This design comes from an exercise in tuning for small area, a short achievable clock period and few clock cycles per item on the open sky130 flow, not from production work. In this exercise RTL edits were held to simulation tests only and were not proved equivalent to the original.

==> design/flow/design.v <==
module ascon_round #(parameter [7:0] RC = 8'h00) (si, so);
    input  [319:0] si;
    output [319:0] so;
    wire [63:0] x0 = si[319:256], x1 = si[255:192], x2 = si[191:128] ^ {56'd0, RC},
                x3 = si[127:64], x4 = si[63:0];
    wire [63:0] a0 = x0 ^ x4, a4 = x4 ^ x3, a2 = x2 ^ x1;
    wire [63:0] b0 = a0 ^ (~x1 & a2), b1 = x1 ^ (~a2 & x3), b2 = a2 ^ (~x3 & a4),
                b3 = x3 ^ (~a4 & a0), b4 = a4 ^ (~a0 & x1);
    wire [63:0] y0 = b0 ^ b4, y1 = b1 ^ b0, y2 = ~b2, y3 = b3 ^ b2, y4 = b4;
    assign so[319:256] = y0 ^ {y0[18:0], y0[63:19]} ^ {y0[27:0], y0[63:28]};
    assign so[255:192] = y1 ^ {y1[60:0], y1[63:61]} ^ {y1[38:0], y1[63:39]};
    assign so[191:128] = y2 ^ {y2[0:0], y2[63:1]} ^ {y2[5:0], y2[63:6]};
    assign so[127:64]  = y3 ^ {y3[9:0], y3[63:10]} ^ {y3[16:0], y3[63:17]};
    assign so[63:0]    = y4 ^ {y4[6:0], y4[63:7]} ^ {y4[40:0], y4[63:41]};
endmodule
module ascon128a_top(CLK, RST, IN_VALID, IN_READY, SK, N, A, P, OUT_VALID, C, T);
    input CLK;
    input RST;
    input IN_VALID;
    output IN_READY;
    input [127:0] SK, N;
    input [127:0] A;
    input [127:0] P;
    output reg OUT_VALID;
    output reg [127:0] C;
    output reg [127:0] T;
    assign IN_READY = 1'b1;
    reg [127:0] k_0, n_0, a_0, p_0;
    reg v_0;
    always @(posedge CLK) begin
        k_0 <= SK; n_0 <= N; a_0 <= A; p_0 <= P;
        v_0 <= RST ? 1'b0 : IN_VALID;
    end
    wire [319:0] s_0 = {64'h80800c0800000000, k_0, n_0};
    wire [319:0] s_1;
    ascon_round #(.RC(8'hf0)) u_r1 (.si(s_0), .so(s_1));
    wire [319:0] s_2;
    ascon_round #(.RC(8'he1)) u_r2 (.si(s_1), .so(s_2));
    wire [319:0] s_3;
    ascon_round #(.RC(8'hd2)) u_r3 (.si(s_2), .so(s_3));
    wire [319:0] s_4;
    ascon_round #(.RC(8'hc3)) u_r4 (.si(s_3), .so(s_4));
    wire [319:0] s_5;
    ascon_round #(.RC(8'hb4)) u_r5 (.si(s_4), .so(s_5));
    wire [319:0] s_6;
    ascon_round #(.RC(8'ha5)) u_r6 (.si(s_5), .so(s_6));
    wire [319:0] s_7;
    ascon_round #(.RC(8'h96)) u_r7 (.si(s_6), .so(s_7));
    wire [319:0] s_8;
    ascon_round #(.RC(8'h87)) u_r8 (.si(s_7), .so(s_8));
    wire [319:0] s_9;
    ascon_round #(.RC(8'h78)) u_r9 (.si(s_8), .so(s_9));
    wire [319:0] s_10;
    ascon_round #(.RC(8'h69)) u_r10 (.si(s_9), .so(s_10));
    reg [319:0] s_1r;
    reg [127:0] k_1;
    reg v_1;
    reg [127:0] a_1;
    reg [127:0] p_1;
    always @(posedge CLK) begin
        s_1r <= s_10; k_1 <= k_0;
        v_1 <= RST ? 1'b0 : v_0;
        a_1 <= a_0;
        p_1 <= p_0;
    end
    wire [319:0] s_11;
    ascon_round #(.RC(8'h5a)) u_r11 (.si(s_1r), .so(s_11));
    wire [319:0] s_12;
    ascon_round #(.RC(8'h4b)) u_r12 (.si(s_11), .so(s_12));
    wire [319:0] s_13 = s_12 ^ {a_1, 64'd0, k_1};
    wire [319:0] s_14;
    ascon_round #(.RC(8'hb4)) u_r13 (.si(s_13), .so(s_14));
    wire [319:0] s_15;
    ascon_round #(.RC(8'ha5)) u_r14 (.si(s_14), .so(s_15));
    wire [319:0] s_16;
    ascon_round #(.RC(8'h96)) u_r15 (.si(s_15), .so(s_16));
    wire [319:0] s_17;
    ascon_round #(.RC(8'h87)) u_r16 (.si(s_16), .so(s_17));
    wire [319:0] s_18;
    ascon_round #(.RC(8'h78)) u_r17 (.si(s_17), .so(s_18));
    wire [319:0] s_19;
    ascon_round #(.RC(8'h69)) u_r18 (.si(s_18), .so(s_19));
    wire [319:0] s_20;
    ascon_round #(.RC(8'h5a)) u_r19 (.si(s_19), .so(s_20));
    wire [319:0] s_21;
    ascon_round #(.RC(8'h4b)) u_r20 (.si(s_20), .so(s_21));
    wire [319:0] s_22 = s_21 ^ {p_1, 191'd0, 1'b1};
    reg [319:0] s_2r;
    reg [127:0] k_2;
    reg v_2;
    always @(posedge CLK) begin
        s_2r <= s_22; k_2 <= k_1;
        v_2 <= RST ? 1'b0 : v_1;
    end
    wire [319:0] s_23;
    ascon_round #(.RC(8'hb4)) u_r21 (.si(s_2r), .so(s_23));
    wire [319:0] s_24;
    ascon_round #(.RC(8'ha5)) u_r22 (.si(s_23), .so(s_24));
    wire [319:0] s_25;
    ascon_round #(.RC(8'h96)) u_r23 (.si(s_24), .so(s_25));
    wire [319:0] s_26;
    ascon_round #(.RC(8'h87)) u_r24 (.si(s_25), .so(s_26));
    wire [319:0] s_27;
    ascon_round #(.RC(8'h78)) u_r25 (.si(s_26), .so(s_27));
    wire [319:0] s_28;
    ascon_round #(.RC(8'h69)) u_r26 (.si(s_27), .so(s_28));
    wire [319:0] s_29;
    ascon_round #(.RC(8'h5a)) u_r27 (.si(s_28), .so(s_29));
    wire [319:0] s_30;
    ascon_round #(.RC(8'h4b)) u_r28 (.si(s_29), .so(s_30));
    wire [319:0] s_31 = s_30 ^ {128'd0, k_2, 64'd0};
    wire [319:0] s_32;
    ascon_round #(.RC(8'hf0)) u_r29 (.si(s_31), .so(s_32));
    wire [319:0] s_33;
    ascon_round #(.RC(8'he1)) u_r30 (.si(s_32), .so(s_33));
    reg [319:0] s_3r;
    reg [127:0] k_3;
    reg v_3;
    reg [127:0] c_3;
    always @(posedge CLK) begin
        s_3r <= s_33; k_3 <= k_2;
        v_3 <= RST ? 1'b0 : v_2;
        c_3 <= s_2r[319:192];
    end
    wire [319:0] s_34;
    ascon_round #(.RC(8'hd2)) u_r31 (.si(s_3r), .so(s_34));
    wire [319:0] s_35;
    ascon_round #(.RC(8'hc3)) u_r32 (.si(s_34), .so(s_35));
    wire [319:0] s_36;
    ascon_round #(.RC(8'hb4)) u_r33 (.si(s_35), .so(s_36));
    wire [319:0] s_37;
    ascon_round #(.RC(8'ha5)) u_r34 (.si(s_36), .so(s_37));
    wire [319:0] s_38;
    ascon_round #(.RC(8'h96)) u_r35 (.si(s_37), .so(s_38));
    wire [319:0] s_39;
    ascon_round #(.RC(8'h87)) u_r36 (.si(s_38), .so(s_39));
    wire [319:0] s_40;
    ascon_round #(.RC(8'h78)) u_r37 (.si(s_39), .so(s_40));
    wire [319:0] s_41;
    ascon_round #(.RC(8'h69)) u_r38 (.si(s_40), .so(s_41));
    wire [319:0] s_42;
    ascon_round #(.RC(8'h5a)) u_r39 (.si(s_41), .so(s_42));
    wire [319:0] s_43;
    ascon_round #(.RC(8'h4b)) u_r40 (.si(s_42), .so(s_43));
    always @(posedge CLK) begin
        C <= c_3;
        T <= s_43[127:0] ^ k_3;
        OUT_VALID <= RST ? 1'b0 : v_3;
    end
endmodule
==> design/flow/run.sh <==
#!/bin/bash
# synth_recipe.tcl (not shown) runs the flow's synth.tcl, then flattens the netlist and writes it again
# the make line also repeats each setting of config.mk as NAME=value (left out here)
make -C /OpenROAD-flow-scripts/flow DESIGN_CONFIG=/design/flow/config.mk WORK_HOME=/design/flow/orfs CLKGATE_MAP_FILE= SYNTH_SCRIPT=/design/flow/synth_recipe.tcl finish
==> design/flow/config.mk <==
export PLATFORM = sky130hd
export DESIGN_NAME = ascon128a_top
export DESIGN_NICKNAME = ascon128a_top
export VERILOG_FILES = /design/flow/design.v
export SDC_FILE = /design/flow/constraint.sdc
export NUM_CORES = 8
export LEC_CHECK = 0
export CAP_MARGIN = 40
export CORE_MARGIN = 2
export CORE_UTILIZATION = 35
export SLEW_MARGIN = 40
==> design/flow/constraint.sdc <==
create_clock -name core_clock -period 82.0 [get_ports {CLK}]
set_input_delay 16.4000 -clock core_clock [delete_from_list [all_inputs] [get_ports {CLK}]]
set_output_delay 16.4000 -clock core_clock [all_outputs]
set_load 0.01 [all_outputs]
==> run notes <==
==> stage by stage <==
step	area [um2]	util [%]	setup slack [ns]	instances
final	780000	40.6	57.67	94723
after global routing	779000	40.6	58.50	94314
after global placement	730000	38.0	52.51	92853
after CTS	773000	40.3	59.04	93589
after detailed placement	762000	39.7	59.08	93041
after floorplan	673000	-	65.27	64510
==> cells by family (layout without fill, tap and decap cells) <==
group	after synthesis	after routing	synth area share, %
and+or+nand+nor	5666	5666	4.03
DFF	2501	2501	7.44
muxes	2293	2293	3.44
xor gates and xnor gates	41015	41015	69.0
other	1	1132	0.000557
AOI/OAI and AO/OA	575	575	0.446
adders and majority gates	7289	7289	12.8
buffers and inverters	5170	8702	2.88
==> cell usage after synthesis (8+ instances only) <==
master / count / area (um2)
o21a_1: 10 / 75.1
xnor2_4: 51 / 1400
maj3_1: 2089 / 20900
xor2_1: 9181 / 80400
ha_1: 5116 / 64000
xor3_2: 29 / 726
and2b_4: 43 / 430
and2b_2: 18 / 158
nor2_2: 54 / 338
o21ai_1: 18 / 90.1
and3_1: 9 / 56.3
and2_1: 34 / 213
nor2b_1: 1145 / 7160
xor2_2: 223 / 3630
nor3_1: 12 / 60.1
nor2_1: 1360 / 5100
dfxtp_1: 2501 / 50100
or3_1: 9 / 56.3
clkinv_1: 10 / 37.5
mux2_2: 122 / 1370
a21oi_1: 284 / 1420
and3b_1: 10 / 87.6
mux2i_1: 2163 / 21700
xor3_1: 557 / 13200
xnor3_1: 5168 / 116000
maj3_2: 84 / 946
nor2b_2: 43 / 377
nand2b_1: 148 / 926
nand2_1: 2374 / 8910
nor2b_4: 31 / 427
o21ai_0: 230 / 1150
nand2_2: 11 / 68.8
xnor2_2: 2751 / 44700
inv_1: 5072 / 19000
xnor2_1: 22929 / 201000
and2b_1: 326 / 2450
xnor3_2: 119 / 2830
inv_2: 86 / 323
nand3_1: 8 / 40.0
==> worst max-delay path by stage <==
stage                   start        end  slack (ns)
floorplan                C[0]       C[0]       65.27
global placement    s_3r[207]      T[85]       52.51
detailed placement  s_2r[221]  s_3r[278]       59.08
CTS                 s_2r[221]  s_3r[278]       59.04
global route        s_2r[241]  s_3r[278]       58.50
finish              s_2r[241]  s_3r[278]       57.67
==> per-layer routing <==
layer	track usage [%]	vias up
met5	0.246	-
met4	30.4	324
met3	20.8	10213
met2	61.4	42823
met1	56.9	273875
li1	-	212922
==> layout by cell type, fill, tap and decap left out, types with 1131 or more instances in the layout <==
cell / n
buf_4: 2102
dfxtp_1: 2449
diode_2: 1131
ha_1: 5115
inv_1: 5072
maj3_1: 2089
mux2i_1: 2161
nand2_1: 2374
nor2_1: 1354
nor2b_1: 1143
xnor2_1: 19101
xnor2_2: 6313
xnor3_1: 5161
xor2_1: 8639
==> critical path, delay by kind of cell (launching register included) <==
| kind | cells | cell delay (ns) |
|---|---|---|
| xor gates and xnor gates | 40 | 18.78 |
| adders and majority gates | 10 | 2.73 |
| buffers and inverters | 11 | 1.61 |
| DFF | 1 | 0.96 |
==> cell type report <==
class,count,area (um2)
fillers,185740,1140000
multi-input cells,56839,640000
flip-flops and latches,2501,50100
well taps,25550,32000
repair buffers,2986,24700
inverters,5168,19400
clock buffers,396,8570
diodes,1131,2830
clock inverters,152,2230
==> flow_summary_export.csv <==
group,metric,value,unit
worst_setup_path,rrSetupSlack,57.67,ns
sta,drv_slew,0,
global_routing,antenna_found_initial,507,
sta,holdWs,0.289,ns
synth,yosysUniqueCellTypes,69,
detailed_routing,wl_met1,1770000,um
sta,grt_setup_unrepaired,"no",
worst_hold_path,hold_path.class,"reg -> reg",
clock_network,cts_buffers,310,
worst_setup_path,cp_slowest_cell,"dfxtp_1",
sta,finalCritPeriodShare,29.7,%
layout,drive_gt1_share,16.0,%
global_routing,grt_max_degree,16,
global_routing,grt_overflow,0,
floorplanning,die-area,1930000,um2
clock_network,clk_pin_slew_worst_paths,0.06,ns
detailed_routing,wl_met3,664000,um
floorplanning,die_y,1390,um
clock_network,ctsHtreeMaxLevel,5,
synth,syn_nets,70141,
worst_hold_path,min_path_cells,0,
detailed_routing,vias_per_cell,5.70,
detailed_routing,drtPass1Iterations,12,
detailed_routing,met2_length,1740000,um
detailed_routing,top_layer_used,"met5",
synth,ys_ff_latch,2501,
sta,post-route-min-period,24.33,ns
floorplanning,num_rows,509,
floorplanning,ios,773,
detailed_routing,drt_iter0_drc,86951,
worst_hold_path,worstHoldEndpoint,"p_1[81]",
worst_setup_path,crit_type,"reg -> reg",
synth,synth-async-reset-ratio,0,%
detailed_routing,drc,0,
layout,largest_registers,"s_1r (320), s_2r (320), s_3r (320)",
floorplanning,core_area,1920000,um2
worst_setup_path,reg2reg_to,"s_3r[278]",
placement,portBuffers,771,
layout,nets,73437,
detailed_routing,finalWirelength,4570000,um
clock_network,ctsResizeCount,0,
synth,netlist_area,673000,um2
worst_setup_path,critPathMostFrequentCell,"xnor2_1",
clock_network,cts.sinks,2501,
worst_setup_path,end_kind,"flip-flop",
synth,syn_inst,64510,
floorplanning,initial_core_util,35.1,%
floorplanning,dieWidth,1390,um
clock_network,cts_tree,"built",
placement,routabilityCongestion,1.15,
worst_setup_path,arrival,25.35,ns
run,max_cap_viol_count,0,
synth,yosys_warnings,1,
worst_setup_path,cp.required,83.02,ns
clock_network,cts_setup_buffers,0,
synth,synth_flop_cell,"dfxtp_1",
global_routing,grt_pass1_vias,501156,
clock_network,postCtsHoldBufs,0,
sta,worst_pin_slew,1.27,ns
detailed_routing,ant_nets,0,
placement,hpwl,4190000,um
worst_setup_path,crit_path_start_kind,"flip-flop",
synth,synth_edf_count,0,
worst_setup_path,slowest_delay,0.96,ns
clock_network,clk_latency,1.25,ns
status,status,"no timing/DRC/antenna violations",
sta,setup_viol_count_final,0,
sta,max_freq,0.0411,GHz
layout,area_growth,15.9,%
synth,syn_area_per_cell,10.4,um2
global_routing,grt_pass1_wl,5580000,um
worst_setup_path,cp_max_fo,7,
sta,slew_headroom,15.6,%
clock_network,clk_root_buffer_cell,"clkbuf_16",
worst_hold_path,holdCritStartpoint,"p_0[81]",
clock_network,cts.path.max_buffers,5,
detailed_routing,wl_per_cell,48.2,um
worst_setup_path,worstRegToRegCells,61,
sta,tns,0,ns
synth,yosysSeqAreaShare,7.44,%
sta,hold_violations,0,
detailed_routing,vias,540157,
sta,skew,0.172,ns
worst_setup_path,r2r-start,"s_2r[241]",
global_routing,grt_util_all_layers,45.3,%
Testbench counts, summed over its fixed seeds: cycles 1,632, items 1,600.

-- static timing again, ports no longer ideal --
How much do the figures lean on ideal ports? The routed layout below was timed once more, with nothing changed but the port constraints.
Step 1: set_driving_cell puts a clkbuf_16 on CLK and a buf_2 on each other input, an assumption about the parent block.
Step 2 also shifts input and output timing later by t, the mid clock arrival at the registers, as if the neighbouring blocks saw the same clock.
a / b / c = ideal / step 1 / step 2; a / b = the first two.
t, ns: 1.381
setup WS [ns]: 57.672 / 57.672 / 57.672
hold slack, ns: 0.289 / 0.289 / 0.289
worst slew at a driven data input, ns: 0.82
After both steps setup and hold are still met in this run. For this run, drivers alone change the setup slack by 0.000 ns; drivers and shift together by 0.000 ns.
